Background: an optimization exercise with open tools, aiming at small area, a short achievable clock period and few clock cycles. Do not read the settings as production practice. At most, simulation tests tie the RTL to the original design; equivalence was not proved. Power and IR drop assume default switching activity.

==> inputs of tundra <==
==> flow/design.v <==
`timescale 1ns / 1ps
module apb_master (
    input         pclk,
    input         presetn,
    input         start,
    input         write,
    input  [31:0] addr,
    output        wr0,        
    output        wr1,        
    output reg    done,
    output reg    error
);
    wire in_map = (addr[31:13] == 19'd0) && (addr[11:4] == 8'd0);
    assign wr0 = start && write && in_map && !addr[12];
    assign wr1 = start && write && in_map &&  addr[12];
    always @(posedge pclk or negedge presetn) begin
        if (!presetn) begin
            done  <= 1'b0;
            error <= 1'b0;
        end else begin
            done  <= start;
            error <= !in_map;
        end
    end
endmodule
`timescale 1ns / 1ps
module apb_slave (
    input         pclk,
    input         presetn,
    input         we,         
    input         rsel,       
    input  [1:0]  idx,
    input  [3:0]  strb,
    input  [31:0] wdata,
    output [31:0] rdata       
);
    reg [31:0] regfile [0:3];
    reg [3:0]  valid;
    wire [31:0] mdata = wdata & {{8{strb[3]}}, {8{strb[2]}}, {8{strb[1]}}, {8{strb[0]}}};
    always @(posedge pclk or negedge presetn) begin
        if (!presetn)
            valid <= 4'b0;
        else if (we)
            valid[idx] <= 1'b1;
    end
    wire [31:0] part [0:3];
    genvar r, b;
    generate
        for (r = 0; r < 4; r = r + 1) begin : g_reg
            wire wr = we && idx == r;
            for (b = 0; b < 4; b = b + 1) begin : g_byte
                wire load = wr && (strb[b] || !valid[r]);
                always @(posedge pclk)
                    regfile[r][8*b +: 8] <= (regfile[r][8*b +: 8] & {8{!load}})
                                          | (mdata[8*b +: 8] & {8{load}});
            end
            wire sel = rsel && idx == r && valid[r];
            assign part[r] = {32{sel}} & regfile[r];
        end
    endgenerate
    assign rdata = part[0] | part[1] | part[2] | part[3];
endmodule
`timescale 1ns / 1ps
module apb_top(
    input        pclk,
    input        presetn,
    input        start,
    input        write,
    input [31:0] addr,
    input [31:0] wdata,
    input [3:0]  strb,
    input [2:0]  prot,
    output [31:0] rdata,
    output        done,
    output        error
);
    wire        wr0, wr1;
    wire [31:0] rd0, rd1;
    reg  [31:0] rdata_q;
    apb_master master (
        .pclk    (pclk),
        .presetn (presetn),
        .start   (start),
        .write   (write),
        .addr    (addr),
        .wr0     (wr0),
        .wr1     (wr1),
        .done    (done),
        .error   (error)
    );
    apb_slave slave0 (
        .pclk    (pclk),
        .presetn (presetn),
        .we      (wr0),
        .rsel    (!addr[12]),
        .idx     (addr[3:2]),
        .strb    (strb),
        .wdata   (wdata),
        .rdata   (rd0)
    );
    apb_slave slave1 (
        .pclk    (pclk),
        .presetn (presetn),
        .we      (wr1),
        .rsel    (addr[12]),
        .idx     (addr[3:2]),
        .strb    (strb),
        .wdata   (wdata),
        .rdata   (rd1)
    );
    always @(posedge pclk)
        rdata_q <= rd0 | rd1;
    assign rdata = rdata_q;
endmodule
==> flow/flow/run.sh <==
#!/bin/bash
# The standard layout (bash standard.sh), with the port buffers that
# buffer_ports inserts made of a plain buffer cell instead of the delay cell it
# picks by default. ORFS writes each step's full log under orfs/logs/; make's
# own output goes to make_finish.log here.
set -euo pipefail
bash standard.sh "BUFFER_PORTS_ARGS=-buffer_cell sky130_fd_sc_hd__buf_2" finish > make_finish.log 2>&1
==> flow/standard.sh <==
#!/bin/bash
# synth_recipe.tcl (not shown) runs the flow's synth.tcl, then flattens the netlist and writes it again
# the make line also repeats each setting of config.mk as NAME=value (left out here)
make -C /OpenROAD-flow-scripts/flow DESIGN_CONFIG=/design/flow/config.mk WORK_HOME=/design/flow/orfs CLKGATE_MAP_FILE= SYNTH_SCRIPT=/design/flow/synth_recipe.tcl "${@:-finish}"
==> flow/config.mk <==
export PLATFORM = sky130hd
export DESIGN_NAME = apb_top
export DESIGN_NICKNAME = apb_top
export VERILOG_FILES = /design/flow/design.v
export SDC_FILE = /design/flow/constraint.sdc
export NUM_CORES = 4
export LEC_CHECK = 0
export ABC_CLOCK_PERIOD_IN_PS = 1200
export CAP_MARGIN = 20
export CORE_MARGIN = 2
export CORE_UTILIZATION = 50
export CTS_BUF_LIST = sky130_fd_sc_hd__clkbuf_8
export CTS_CLUSTER_DIAMETER = 50
export CTS_CLUSTER_SIZE = 16
export SETUP_SLACK_MARGIN = 2.1
export SLEW_MARGIN = 20
==> flow/constraint.sdc <==
create_clock -name core_clock -period 4.0 [get_ports {pclk}]
set_input_delay 0.8000 -clock core_clock [delete_from_list [all_inputs] [get_ports {pclk}]]
set_output_delay 0.8000 -clock core_clock [all_outputs]
set_load 0.01 [all_outputs]
==> inputs of fjord, as changes to tundra <==
==> flow/design.v, changed modules only <==
module apb_slave (
    input         pclk,
    input         presetn,
    input         we,         
    input         rsel,       
    input  [1:0]  idx,
    input  [3:0]  strb,
    input  [31:0] wdata,
    output [31:0] rdata       
);
    reg [31:0] regfile [0:3];
    reg [3:0]  valid;
    always @(posedge pclk or negedge presetn) begin
        if (!presetn)
            valid <= 4'b0;
        else if (we)
            valid[idx] <= 1'b1;
    end
    wire [31:0] part [0:3];
    genvar r, b;
    generate
        for (r = 0; r < 4; r = r + 1) begin : g_reg
            wire wr = we && idx == r;
            for (b = 0; b < 4; b = b + 1) begin : g_byte
                wire keep = !(wr && (strb[b] || !valid[r]));
                wire load = wr && strb[b];
                always @(posedge pclk)
                    regfile[r][8*b +: 8] <= (regfile[r][8*b +: 8] & {8{keep}})
                                          | (wdata[8*b +: 8] & {8{load}});
            end
            wire sel = rsel && idx == r && valid[r];
            assign part[r] = {32{sel}} & regfile[r];
        end
    endgenerate
    assign rdata = part[0] | part[1] | part[2] | part[3];
endmodule
--- a/flow/config.mk
+++ b/flow/config.mk
@@ -10,3 +10,3 @@
 export CORE_MARGIN = 2
-export CORE_UTILIZATION = 50
+export CORE_UTILIZATION = 60
 export CTS_BUF_LIST = sky130_fd_sc_hd__clkbuf_8
==> inputs of harbor, as changes to tundra <==
==> flow/design.v, changed modules only <==
module apb_slave (
    input         pclk,
    input         presetn,
    input         we,         
    input         rsel,       
    input  [1:0]  idx,
    input  [3:0]  strb,
    input  [31:0] wdata,
    output [31:0] rdata       
);
    reg [31:0] regfile [0:3];
    reg [3:0]  valid;
    always @(posedge pclk or negedge presetn) begin
        if (!presetn)
            valid <= 4'b0;
        else if (we)
            valid[idx] <= 1'b1;
    end
    wire [31:0] part [0:3];
    genvar r, b;
    generate
        for (r = 0; r < 4; r = r + 1) begin : g_reg
            wire wr = we && idx == r;
            for (b = 0; b < 4; b = b + 1) begin : g_byte
                wire keep = !(wr && (strb[b] || !valid[r]));
                wire load = wr && strb[b];
                always @(posedge pclk)
                    regfile[r][8*b +: 8] <= (regfile[r][8*b +: 8] & {8{keep}})
                                          | (wdata[8*b +: 8] & {8{load}});
            end
            wire sel = rsel && idx == r && valid[r];
            assign part[r] = {32{sel}} & regfile[r];
        end
    endgenerate
    assign rdata = part[0] | part[1] | part[2] | part[3];
endmodule
--- a/flow/config.mk
+++ b/flow/config.mk
@@ -10,3 +10,3 @@
 export CORE_MARGIN = 2
-export CORE_UTILIZATION = 50
+export CORE_UTILIZATION = 70
 export CTS_BUF_LIST = sky130_fd_sc_hd__clkbuf_8
@@ -14,3 +14,3 @@
 export CTS_CLUSTER_SIZE = 16
-export SETUP_SLACK_MARGIN = 2.1
+export SETUP_SLACK_MARGIN = 2.0
 export SLEW_MARGIN = 20
==> summary of the runs <==
Final cell count: tundra < harbor < fjord.
Against fjord, the critical path depth of tundra is higher by 6.
Clock power: fjord > harbor > tundra.
The highest worst hold slack belongs to tundra, the lowest to fjord.
Global-route usage: harbor > fjord > tundra.
Clock skew, highest first: tundra, fjord, harbor.
Register-to-register slack, lowest first: tundra, harbor, fjord.
Of fjord and harbor, fjord has the higher final area (gap 1.0%, measured against harbor).
Via count: harbor > fjord > tundra.
Sequential share of layout area: fjord < harbor < tundra.
Between fjord and tundra, the lower synthesized cell count is in tundra (gap about 45%, measured against tundra).
harbor ran to the end with no violations. tundra completed without violations. fjord completed without violations.
Testbench counts of fjord, summed over its fixed seeds: cycles 3,200.
Testbench counts of harbor, summed over its fixed seeds: cycles 3,200.
No functional check of the RTL was part of tundra.

separate check: timing with driven ports:
The flow's constraints put no driver on any port. The routed layouts listed below were extracted and timed again, unchanged, in two steps.
Step 1, drivers: a clkbuf_16 drives pclk and a buf_2 each remaining input, both assumed.
Step 2, shift: input delay + t, output delay - t, t = (earliest + latest rising clock arrival at the registers) / 2. This alone moves slack from input paths to output paths.
a / b / c = no drivers / after step 1 / after step 2; a / b = the first two.
| run | shift t [ns] | slack for setup (ns) | worst register clock-pin slew, ns | worst slew at a driven data input, ns | pins driven straight from the clock port |
|---|---|---|---|---|---|
| tundra | 0.603 | 1.730 / 1.752 / 1.150 | 0.11 / 0.11 | 0.05 | 1 |
| fjord | 0.625 | 2.049 / 2.006 / 1.526 | 0.11 / 0.11 | 0.06 | 1 |
| harbor | 0.621 | 2.003 / 2.003 / 1.382 | 0.11 / 0.11 | 0.05 | 1 |
After both steps every run listed still meets setup and hold. For harbor, which loses most, drivers alone change the setup slack by 0.000 ns; drivers and shift together by -0.621 ns.
